What follows belongs to an exercise in optimizing a design on an open flow for small area; a production flow would make more cautious choices. Only simulation tests tie the RTL to the original design; equivalence was not proved. Power and IR drop assume default switching activity.

// Cajero
module Cajero (
    input CLK,
    input RESET,
    input TARJETA_RECIBIDA,
    input [15:0] PIN_CORRECTO,
    input [3:0] DIGITO,
    input DIGITO_STB,
    input TIPO_TRANS,
    input [31:0] MONTO,
    input MONTO_STB,
    input [63:0] BALANCE_INICIAL,
    output reg [63:0] BALANCE_ACTUALIZADO,
    output BALANCE_STB,
    output ENTREGAR_DINERO,
    output FONDOS_INSUFICIENTES,
    output PIN_INCORRECTO,
    output ADVERTENCIA,
    output BLOQUEO
    );
For scale: roughly 560 cells after synthesis, roughly 87 flip-flops, roughly 0.0054 mm2 of cells after synthesis.
==> flow/config.mk <==
export PLATFORM = sky130hd
export DESIGN_NAME = Cajero
export DESIGN_NICKNAME = Cajero
export VERILOG_FILES = /design/flow/design.v
export SDC_FILE = /design/flow/constraint.sdc
export NUM_CORES = 4
export LEC_CHECK = 0
export CAP_MARGIN = 20
export CORE_MARGIN = 2
export CORE_UTILIZATION = 60
export CTS_BUF_LIST = sky130_fd_sc_hd__clkbuf_8
export PLACE_DENSITY = 0.75
export SLEW_MARGIN = 20
==> flow/constraint.sdc <==
create_clock -name core_clock -period 6.0 [get_ports {CLK}]
set_input_delay 1.2000 -clock core_clock [delete_from_list [all_inputs] [get_ports {CLK}]]
set_output_delay 1.2000 -clock core_clock [all_outputs]
set_load 0.01 [all_outputs]
standard.sh (not shown) runs the stock make flow with config.mk's settings and CLKGATE_MAP_FILE= SYNTH_SCRIPT=/design/flow/synth_recipe.tcl, a recipe that flattens the netlist after the stock synthesis.
==> flow/flow/run.sh <==
#!/bin/bash
# The standard ORFS layout (standard.sh) with these changes:
#  - synthesis maps logic with flow/abc.script (see flow/abc_override.tcl);
#  - port buffers are sky130_fd_sc_hd__buf_1 instead of the resizer's default pick;
#  - clock tree synthesis uses clkbuf_8 buffers and inserts no dummy loads.
set -euo pipefail
W=$PWD
{ head -n 1 synth_recipe.tcl; cat flow/abc_override.tcl; tail -n +2 synth_recipe.tcl; } > synth_custom.tcl
export CUSTOM_ABC_SCRIPT=$W/flow/abc.script
bash standard.sh finish \
  SYNTH_SCRIPT=$W/synth_custom.tcl \
  BUFFER_PORTS_ARGS="-buffer_cell sky130_fd_sc_hd__buf_1" \
  CTS_ARGS="-sink_clustering_enable -repair_clock_nets -buf_list sky130_fd_sc_hd__clkbuf_8 -dont_use_dummy_load" \
  > standard_flow.log 2>&1
==> flow/flow/abc.script <==
strash
&get -n
&dch
&nf -p -R 30
&put
==> flow/flow/abc_override.tcl <==
# Same synthesis as synth_recipe.tcl, except that the ABC call uses flow/abc.script
# (an area-recovering mapping) instead of the ORFS script; registers are mapped
# before ABC runs, so they are the standard synthesis's.
proc abc {args} {
  set i [lsearch -exact $args -script]
  if { $i >= 0 } {
    set args [lreplace $args [expr {$i + 1}] [expr {$i + 1}] $::env(CUSTOM_ABC_SCRIPT)]
  }
  yosys abc {*}$args
}
Change:
--- a/flow/flow/run.sh
+++ b/flow/flow/run.sh
@@ -3,4 +3,5 @@
 #  - synthesis maps logic with flow/abc.script (see flow/abc_override.tcl);
 #  - port buffers are sky130_fd_sc_hd__buf_1 instead of the resizer's default pick;
+#  - floorplan removes synthesis buffers instead of an early pre-placement timing repair;
 #  - clock tree synthesis uses clkbuf_8 buffers and inserts no dummy loads.
 set -euo pipefail
@@ -11,4 +12,5 @@
   SYNTH_SCRIPT=$W/synth_custom.tcl \
   BUFFER_PORTS_ARGS="-buffer_cell sky130_fd_sc_hd__buf_1" \
+  REMOVE_ABC_BUFFERS=1 \
   CTS_ARGS="-sink_clustering_enable -repair_clock_nets -buf_list sky130_fd_sc_hd__clkbuf_8 -dont_use_dummy_load" \
   > standard_flow.log 2>&1
--- a/flow/config.mk
+++ b/flow/config.mk
@@ -8,6 +8,6 @@
 export CAP_MARGIN = 20
 export CORE_MARGIN = 2
-export CORE_UTILIZATION = 60
+export CORE_UTILIZATION = 68
 export CTS_BUF_LIST = sky130_fd_sc_hd__clkbuf_8
-export PLACE_DENSITY = 0.75
+export PLACE_DENSITY = 0.8
 export SLEW_MARGIN = 20
- worst setup slack got worse by 260 ps
- count of clock-buffer cells in the layout stays the same
- synthesized cell count stays the same
- via count went up by 2.7%
- cell area is about the same
- register-to-register slack is worse by 120 ps
- clock skew drops by 4.4 ps


Another version of the RTL of Cajero (not shown whole).
Size: about 590 cells after synthesis, about 89 flip-flops, about 190 I/O pins, ~5800 um2 of cells after synthesis.
// Cajero
module Cajero (
    input CLK,
    input RESET,
    input TARJETA_RECIBIDA,
    input [15:0] PIN_CORRECTO,
    input [3:0] DIGITO,
    input DIGITO_STB,
    input TIPO_TRANS,
    input [31:0] MONTO,
    input MONTO_STB,
    input [63:0] BALANCE_INICIAL,
    output reg [63:0] BALANCE_ACTUALIZADO,
    output BALANCE_STB,
    output ENTREGAR_DINERO,
    output FONDOS_INSUFICIENTES,
    output reg PIN_INCORRECTO,
    output reg ADVERTENCIA,
    output BLOQUEO
    );
    localparam ESP = 3'd0, ING = 3'd1, ANA = 3'd2, DET = 3'd3,
               DEP = 3'd4, RET = 3'd5, FIN = 3'd6, BLQ = 3'd7;
    reg [2:0]  estado;
    reg [1:0]  cnt;         
    reg [1:0]  intentos;
    reg [15:0] pin;
    wire s_ing = (estado == ING);
    wire s_fin = (estado == FIN);
    wire md    = RESET & (estado == DEP) & MONTO_STB;
    wire mw    = RESET & (estado == RET) & MONTO_STB;
    wire hold  = RESET & ~md;
    assign BALANCE_STB          = s_fin;
    assign ENTREGAR_DINERO      = s_fin & cnt[0];
    assign FONDOS_INSUFICIENTES = s_fin & cnt[1];
    assign BLOQUEO              = (estado == BLQ);
    wire [63:0] x  = {64{md}} & BALANCE_INICIAL | {64{hold}} & BALANCE_ACTUALIZADO;
    wire [31:0] b  = {32{md}} & MONTO | {32{mw}} & ~MONTO;
    wire        ci = mw;
    wire [31:0] y = x[63:32] ^ {32{~md}};    
    wire [31:0] ap = x[31:0] ^ b;
    wire [31:0] ag = x[31:0] & b;
    wire q1 = ag[1] | (ap[1] & (ag[0] | (ap[0] & ci)));
    wire q2 = ap[1] & ap[0];
    wire q3 = ag[3] | (ap[3] & ag[2]);
    wire q4 = ap[3] & ap[2];
    wire q5 = ag[5] | (ap[5] & ag[4]);
    wire q6 = ap[5] & ap[4];
    wire q7 = ag[7] | (ap[7] & ag[6]);
  ...
clock: 6.0 ns
lec_check: 0
cap_margin: 20
core_margin: 2
core_utilization: 40
place_density: 0.6
slew_margin: 20
==> flow/flow/run.sh <==
#!/bin/bash
# The standard ORFS layout (standard.sh) with two changes:
#  - synthesis maps logic with flow/abc.script (see flow/abc_override.tcl);
#  - port buffers are sky130_fd_sc_hd__buf_1 instead of the resizer's default pick.
set -euo pipefail
W=$PWD
{ head -n 1 synth_recipe.tcl; cat flow/abc_override.tcl; tail -n +2 synth_recipe.tcl; } > synth_custom.tcl
export CUSTOM_ABC_SCRIPT=$W/flow/abc.script
bash standard.sh finish \
  SYNTH_SCRIPT=$W/synth_custom.tcl \
  BUFFER_PORTS_ARGS="-buffer_cell sky130_fd_sc_hd__buf_1" \
  > standard_flow.log 2>&1
==> flow/flow/abc.script <==
strash
&get -n
&dch
&nf -p
&put
Scripts as last shown in full above: flow/flow/abc_override.tcl
The starting point completed without violations.
==> next run, changes <==
==> flow/flow/run.sh (replaced) <==
#!/bin/bash
# Standard ORFS layout (the standard.sh, unchanged synthesis), except that the
# port buffers are the smallest buffer instead of the resizer's default choice.
set -euo pipefail
bash standard.sh finish \
  BUFFER_PORTS_ARGS="-buffer_cell sky130_fd_sc_hd__buf_1" \
  > standard_flow.log 2>&1
Settings changed: ABC_AREA from default to 1.
removed: flow/flow/abc.script
removed: flow/flow/abc_override.tcl
=> Routed wire length rises by 5.3%. Final area rises by 7.4%. Utilization falls by 1.8 points.


run A:
Cajero, a different RTL version from the one above (not shown whole).
Size: roughly 570 cells after synthesis, ~88 flip-flops.
Settings: LEC_CHECK=0, CAP_MARGIN=20, CORE_MARGIN=2, CORE_UTILIZATION=60, CTS_BUF_LIST=sky130_fd_sc_hd__clkbuf_8, PLACE_DENSITY=0.75, SLEW_MARGIN=20; clock period 6.0 ns.
==> flow/flow/run.sh <==
#!/bin/bash
# The standard ORFS layout (standard.sh) with these changes:
#  - synthesis maps logic with flow/abc.script (see flow/abc_override.tcl);
#  - port buffers are sky130_fd_sc_hd__buf_1 instead of the resizer's default pick;
#  - clock tree synthesis uses clkbuf_8 buffers and inserts no dummy loads.
set -euo pipefail
W=$PWD
{ head -n 1 synth_recipe.tcl; cat flow/abc_override.tcl; tail -n +2 synth_recipe.tcl; } > synth_custom.tcl
export CUSTOM_ABC_SCRIPT=$W/flow/abc.script
bash standard.sh finish \
  SYNTH_SCRIPT=$W/synth_custom.tcl \
  BUFFER_PORTS_ARGS="-buffer_cell sky130_fd_sc_hd__buf_1" \
  CTS_ARGS="-sink_clustering_enable -repair_clock_nets -buf_list sky130_fd_sc_hd__clkbuf_8 -dont_use_dummy_load" \
  > standard_flow.log 2>&1
==> flow/flow/abc.script <==
strash
&get -n
&dch
&nf -p -R 30
&put
==> flow/flow/abc_override.tcl <==
# Same synthesis as synth_recipe.tcl, except that the ABC call uses flow/abc.script
# (an area-recovering mapping) instead of the ORFS script; registers are mapped
# before ABC runs, so they are the standard synthesis's.
proc abc {args} {
  set i [lsearch -exact $args -script]
  if { $i >= 0 } {
    set args [lreplace $args [expr {$i + 1}] [expr {$i + 1}] $::env(CUSTOM_ABC_SCRIPT)]
  }
  yosys abc {*}$args
}
## Diff of input files: run B against run A
- CAP_MARGIN now 0, was 20
- SLEW_MARGIN now 0, was 20
--- outcome ---
Measured against each other, run B and run A differ in first-pass iteration count of the detailed router, the lower figure coming from run B. Comparing run B with run A, the timing-limited maximum frequency came out essentially unchanged. Between run A and run B, the aggregate routed wire length figures differ only marginally. Comparing run B against run A, there is no change at all in post-synthesis instance area. The layout overhead on the synthesized area was comparable across run B and run A. The power after layout of run B and that of run A are within noise of each other. NOTE: critical path depth in run B exceeds that of run A.
--- input diff run B..run C ---
- CAP_MARGIN now 20, was 0
- SLEW_MARGIN now 20, was 0
==> flow/flow/abc.script <==
strash
&get -n
&dch
&nf -p -R 40
&put
Notes after the runs:
Run C -> run B: multi-input combinational gate total flat
Comparing run C against run B, there is no change at all in number of clock buffers in the layout.
Run B fits on a die that is larger than the die of run C.
Fraction of area in non-clock buffers in run C vs run B: down 0.34 points
Of run C and run B, it is run C that has the higher design area.
Re register-to-register path setup slack: run B was higher than run C.
Setup changes, run C to run D
- GPL_TIMING_DRIVEN now 0, previously not set
==> flow/flow/run.sh <==
#!/bin/bash
# The standard ORFS layout (standard.sh) with two changes:
#  - synthesis maps logic with flow/abc.script (see flow/abc_override.tcl);
#  - port buffers are sky130_fd_sc_hd__buf_1 instead of the resizer's default pick.
set -euo pipefail
W=$PWD
{ head -n 1 synth_recipe.tcl; cat flow/abc_override.tcl; tail -n +2 synth_recipe.tcl; } > synth_custom.tcl
export CUSTOM_ABC_SCRIPT=$W/flow/abc.script
bash standard.sh finish \
  SYNTH_SCRIPT=$W/synth_custom.tcl \
  BUFFER_PORTS_ARGS="-buffer_cell sky130_fd_sc_hd__buf_1" \
  > standard_flow.log 2>&1
==> flow/flow/abc.script <==
strash
&get -n
&dch
&nf -p
&put
Notes after the runs:
- The number of nets in the synthesized netlist of run D exceeds that of run C by about 1.4%.
- Fraction of area in registers in run D is 1.2 points lower than in run C
- Run D against run C: combinational power higher, utilization level.
- Run C and run D ended up with roughly the same clock-pin transition on the worst setup and hold timing paths.
- Run C and run D ended up with nearly the same flip-flop and latch count.
- Min data required time at the worst endpoint across run C and run D: run C
- Run D vs run C, total length of routed wires went up by 6.5%.
- On post-synthesis to final-layout area growth: between run C and run D, it ends up higher for run D.
- Looking only at initial standard-cell utilization of the core, and setting everything else aside, the lower value of run C and run D goes to run D.
Changes in run E relative to run D:
- a deleted GPL_TIMING_DRIVEN that had been 0
==> flow/flow/run.sh <==
#!/bin/bash
# The standard ORFS layout (standard.sh) with these changes:
#  - synthesis maps logic with flow/abc.script (see flow/abc_override.tcl);
#  - port buffers are sky130_fd_sc_hd__buf_1 instead of the resizer's default pick;
#  - clock tree synthesis uses clkbuf_8 buffers and inserts no dummy loads.
set -euo pipefail
W=$PWD
{ head -n 1 synth_recipe.tcl; cat flow/abc_override.tcl; tail -n +2 synth_recipe.tcl; } > synth_custom.tcl
export CUSTOM_ABC_SCRIPT=$W/flow/abc.script
bash standard.sh finish \
  SYNTH_SCRIPT=$W/synth_custom.tcl \
  BUFFER_PORTS_ARGS="-buffer_cell sky130_fd_sc_hd__buf_1" \
  CTS_ARGS="-sink_clustering_enable -repair_clock_nets -buf_list {sky130_fd_sc_hd__clkbuf_4 sky130_fd_sc_hd__clkbuf_8} -sink_clustering_size 10 -dont_use_dummy_load" \
  > standard_flow.log 2>&1
==> results.txt <==
Going from run D to run E, the area of all placed cells without fillers was found to have gone down by 2.7%.
Run E vs run D, via count went down by 1.2%.
The cell count in run E was lower than what run D gave.

## port drivers added, routing unchanged
How much do the figures lean on ideal ports? The routed layouts below were timed once more, with nothing changed but the port constraints. Step 1: set_driving_cell puts a clkbuf_16 on CLK and a buf_2 on each other input, an assumption about the parent block. Step 2, shift: input delay + t, output delay - t, t = (earliest + latest rising clock arrival at the registers) / 2. This alone moves slack from input paths to output paths. Slacks: ideal / step 1 / step 2; pairs: ideal / step 1.
run	t, ns	setup WS [ns]	slew at the worst register clock pin (ns)	worst slew at a driven data input, ns
the first run of note 1	0.369	0.546 / 0.542 / 0.173	0.10 / 0.10	0.06
the second run of note 1	0.390	0.289 / 0.287 / -0.103	0.10 / 0.10	0.05
the first run of note 2	0.381	0.828 / 0.844 / 0.464	0.07 / 0.07	0.07
the second run of note 2	0.392	1.167 / 1.185 / 0.793	0.08 / 0.08	0.06
run A	0.386	0.702 / 0.704 / 0.319	0.09 / 0.09	0.06
run B	0.386	0.703 / 0.705 / 0.319	0.09 / 0.09	0.06
run C	0.377	0.485 / 0.493 / 0.116	0.10 / 0.10	0.06
run D	0.397	0.262 / 0.275 / -0.122	0.10 / 0.10	0.06
run E	0.374	0.594 / 0.605 / 0.230	0.10 / 0.10	0.05
Met with ideal ports but missed after step 2: setup timing in the second run of note 1 and run D. The setup slack of the second run of note 1, which loses most, moves by -0.002 ns with the drivers and by -0.392 ns with both steps.
